From an optimization exercise on the open Yosys and OpenROAD flow, aimed at small area and a short achievable clock period; shortcuts taken in it are not production practice.
Only simulation tests tie the RTL to the original design; equivalence was not proved.

==> flow/design.v, too long to show whole: its modules and the start of the top module <==
// module CSA_3_2: 10 lines
// module HA_2_2: 9 lines
// module conv1d: 1244 lines
module conv1d (
    input clk,
    input rst_n,
    input w_valid,
    input [47:0] w_in,
    input [15:0] x,
    input [15:0] b,
    output [31:0] y
);
  // ...
==> flow/run.sh <==
#!/bin/bash
# synth_recipe.tcl (not shown) runs the flow's synth.tcl, then flattens the netlist and writes it again
# the make line also repeats each setting of config.mk as NAME=value (left out here)
make -C /OpenROAD-flow-scripts/flow DESIGN_CONFIG=/design/flow/config.mk WORK_HOME=/design/flow/orfs CLKGATE_MAP_FILE= SYNTH_SCRIPT=/design/flow/synth_recipe.tcl finish
==> flow/config.mk <==
export PLATFORM = sky130hd
export DESIGN_NAME = conv1d
export DESIGN_NICKNAME = conv1d
export VERILOG_FILES = /design/flow/design.v
export SDC_FILE = /design/flow/constraint.sdc
export NUM_CORES = 4
export LEC_CHECK = 0
export CAP_MARGIN = 20
export CORE_MARGIN = 2
export CORE_UTILIZATION = 40
export SLEW_MARGIN = 20
export SYNTH_HIERARCHICAL = 1
export SYNTH_MINIMUM_KEEP_SIZE = 0
==> flow/constraint.sdc <==
create_clock -name core_clock -period 10.0 [get_ports {clk}]
set_input_delay 2.0000 -clock core_clock [delete_from_list [all_inputs] [get_ports {clk}]]
set_output_delay 2.0000 -clock core_clock [all_outputs]
set_load 0.01 [all_outputs]
==> results.toml, run 1 <==
[grt]
gr-usage-met2_pct = 36.6
grt_use_total_pct = 21.8
busiest_layer = "met2"
grt_antenna_before_repair = 2

[synthesis]
synth_most_common_cell = "xnor2_1"
synth-seq-cells = 249
synth_warnings = 7
synth_area_leaders = "fa_1 (24%), dfrtp_1 (18%), xnor2_1 (15%)"
ys.flop_type = "dfrtp_1"
synthSimpleGateAreaFrac_pct = 5.56

[setup_path]
crit_fanout = 31
slowest_stage = "dfxtp_1"
r2r_end = "yr[31]"
end_kind = "register"

[cells_and_area]
final_cells = 3405
sh_seq_area_pct = 20.8
final_util_pct = 44.4
num-nonclk-buffers = 148
nNetsFinal = 3077
drive_above_1_share_pct = 7.86

[clock_tree]
cts_buffers = 30
tritoncts = "done"
htreeDepth = 1

[routing]
routedWlPerCell_um = 22.3
route.layer.met1.wl_mm = 31.9
drt_first_pass_iters = 6

[timing]
slew-limit-headroom_pct = 30.4
clock_skew_ps = 12.3
period_share_pct = 59.0

[floorplan]
start_util_pct = 40.5

[run]
max_cap_violations = 0

[place]
post-place-cells = 3348

[worst_hold_path]
min_from = "a[1]"
holdPathStages = 0

[outcome]
status = "complete, no violations"
==> run 2: changes to the inputs <==
--- a/flow/config.mk
+++ b/flow/config.mk
@@ -8,6 +8,7 @@
 export CAP_MARGIN = 20
 export CORE_MARGIN = 2
 export CORE_UTILIZATION = 40
+export SETUP_SLACK_MARGIN = 5
 export SLEW_MARGIN = 20
 export SYNTH_HIERARCHICAL = 1
 export SYNTH_MINIMUM_KEEP_SIZE = 0
==> run 2 against run 1 <==
- wire length grew 18%
- setup slack better by 930 ps
- critical endpoint is now yr[24]
- non-clock buffer count rose by 144
- clock skew up 6.3 ps
- highest routed layer unchanged
- largest cell class unchanged
==> results.toml, run 2 <==
[setup_path]
r2r_start = "w2[9]"
cp.required_ps = 10510
reg2reg_slack_ps = 5030
cpPeakStageDelay_ps = 540
reg2regPathDepth = 15
r2r_end = "yr[24]"
start_kind = "register"
end_kind = "register"
slowest_stage = "fa_1"
crit_type = "register to register"
cp_cell_sequence = "a22oi_2 > xnor2_1 > fa_1 > fa_2 > fa_1 > fa_1 > ha_4 > a21o_1 > a31oi_4 > or3b_4 > a32o_2 > a311oi_4 > a21oi_2 > o2111a_1 > nor3_2"
crit_arrival_ps = 5480
path_common_cell = "fa_1"
crit_fanout = 4

[grt]
grt_pass1_wl_mm = 128
grt_start_max_net_pins = 127
grt_pass1_vias = 22150
overflow = 0
grt_use_total_pct = 22.9
grt_antenna_before_repair = 2

[floorplan]
die_h_um = 265
start_util_pct = 40.5
dieWidth_um = 265
num_rows = 95
core_um2 = 67300
io_pins = 115
fp.dieArea_um2 = 70200

[clock_tree]
cts_buffers = 30
cts.reportedPaths.clkPinSlew_ps = 70
cts.sinks = 249
clk_path_buf_depth = 3
tritoncts = "done"
worst_skew_pair.late_latency_ps = 590
htreeDepth = 1
cts-root-buf = "clkbuf_16"

[synthesis]
synthTopCellsByCount = "xnor2_1 (460), a22oi_1 (361), fa_1 (325)"
synth_area_um2 = 27300
syn_nets = 3162
yosysTopAreaCell = "fa_1"
synth_most_common_cell = "xnor2_1"
ys.flop_type = "dfrtp_1"
synth-seq-cells = 249
synth_cell_types = 70
async_reset_ff_share_pct = 93.6
synth_area_leaders = "fa_1 (24%), dfrtp_1 (18%), xnor2_1 (15%)"
synth_area_per_cell_um2 = 10.5
synth_top_area_share_pct = 23.9
synth_warnings = 7
synth_edf_count = 0
syn_inst = 2592
ys_seq_area_share_pct = 22.7

[cells_and_area]
fillers = 5984
nNetsFinal = 3221
drive_above_1_share_pct = 21.0
layout_commonest_cell = "xnor2_1"
diodes = 0
final_cell_mix = "xnor2_1 (437), a22oi_1 (330), fa_1 (301)"
final_util_pct = 49.1
area_delta_synth_final_pct = 21.2

[routing]
wl_mm = 90.0
drt_first_pass_iters = 6
drc = 0
antenna_left = 0
num_vias = 21534
routedWlPerCell_um = 25.4
routed_via_density = 6.07
drtIter0Drc = 2152

[timing]
max_clock_freq_mhz = 201
hold_violations = 0
clock_skew_ps = 18.6
slew_violations = 0
worstMarginPinSlew_ps = 870
rsz0062_at_grt = "yes"
finalSetupTns_ps = 0
period_minus_slack_ps = 4970
setup_violations = 0
period_share_pct = 49.7
slew-limit-headroom_pct = 42.0
fin_ws_ps = 5030

[run]
max_cap_violations = 0

[place]
numPortBuffers = 114
hpwl_mm = 53.8
gp_congestion = 0.895
dp_slack_ps = 4050

[worst_hold_path]
hold_path.class = "register to register"
holdPathStages = 0
min_to = "b2[1]"
min_from = "bs[1]"

[outcome]
status = "complete, no violations"
-- run 2: worst max-delay path by stage --
stage	from	end	slack (ps)	depth (start not counted)
3_3_place_gp	dneg[0]	a[28]	4120	14
4_1_cts	w0[9]	a[28]	4930	15
5_1_grt	w0[3]	a[28]	4860	15
6_report	w2[9]	yr[24]	5030	15
3_5_place_dp	dneg[0]	a[28]	4050	14
2_1_floorplan	w0[2]	a[28]	5010	17
-- run 2: layer usage --
| layer | track usage (%) | vias up | part of all wire [%] |
|---|---|---|---|
| li1 | - | 9173 | - |
| met1 | 30.4 | 10882 | 40 |
| met2 | 39.0 | 1210 | 47 |
| met3 | 3.01 | 269 | 8.5 |
| met4 | 7.18 | 0 | 4.4 |
| met5 | 0 | - | 0 |
-- run 2: area by class of cell --
class                   count  area (um^2)  share of cell area, %
clock buffers              42          887                   2.68
inverters                  25         93.8                  0.284
well taps                 873         1090                   3.31
multi-input cells        2053        21000                   63.5
repair buffers            292         3450                   10.4
clock inverters            12          119                  0.360
flip-flops and latches    249         6420                   19.4
-- run 2: logic make-up after synthesis --
group           count (synthesis)  synth area share, %
compound gates                681                 17.5
xor+xnor                      526                 16.9
fa+ha+maj                     487                 31.3
buf+inv                       290                 4.00
flops                         249                 22.7
mux                            49                 2.02
other cells                     1               0.0138
simple gates                  309                 5.56
-- run 2: Yosys stat by module, one instance, submodules excluded --
| module | flip-flops and latches | copies in the design | area, um^2 | cells inside |
|---|---|---|---|---|
| conv1d | 249 | 1 | 20000 | 2206 |
| CSA_3_2 | 0 | 322 | 20.0 | 1 |
| HA_2_2 | 0 | 64 | 12.5 | 1 |
-- run 2: per-stage QoR --
stage               hold WS, ps  instances  instance area, um^2
global placement            332       3344                28800
floorplan                   331       2592                27300
global route                347       3546                33000
detailed placement          335       3344                28800
finish                      341       3546                33000
CTS                         339       3443                30900
-- run 2: critical path: cells and delay by family, from the launching register on --
kind	cells	cell delay, ps
adders and majority gates	5	2070
AOI/OAI and AO/OA	7	1540
and+or+nand+nor	2	580
DFF	1	530
xor gates and xnor gates	1	150
-- run 2: repair_timing --
action / CTS / global route
gates cloned: 5 / 21
endpoints found under the setup margin: 51 / 29
hold buffers: 0 / 0
buffers inserted: 40 / 82
resized for setup: 186 / 207
pin swaps: 7 / 69

## static timing again, ports no longer ideal
In the flow no input, the clock included, has a driving cell. The finished layouts below were timed again as built, in two steps. Step 1: set_driving_cell puts a clkbuf_16 on clk and a buf_2 on each other input, an assumption about the parent block. Step 2 adds t to the input delays and takes it off the output delays; t is the mean of the earliest and latest rising clock arrival at the registers after step 1. Input paths then give back, and output paths get back, about the clock's delay inside the block. Three values: no drivers, after step 1, after step 2; two values: the first two.
run	t (ns)	slack for setup (ns)	latest minus earliest clock arrival (ns)	pins driven straight from the clock port
run 1	0.631	4.099 / 4.099 / 4.099	0.012 / 0.013	1
run 2	0.647	5.032 / 5.032 / 5.032	0.019 / 0.019	1
After both steps every run listed still meets setup and hold.
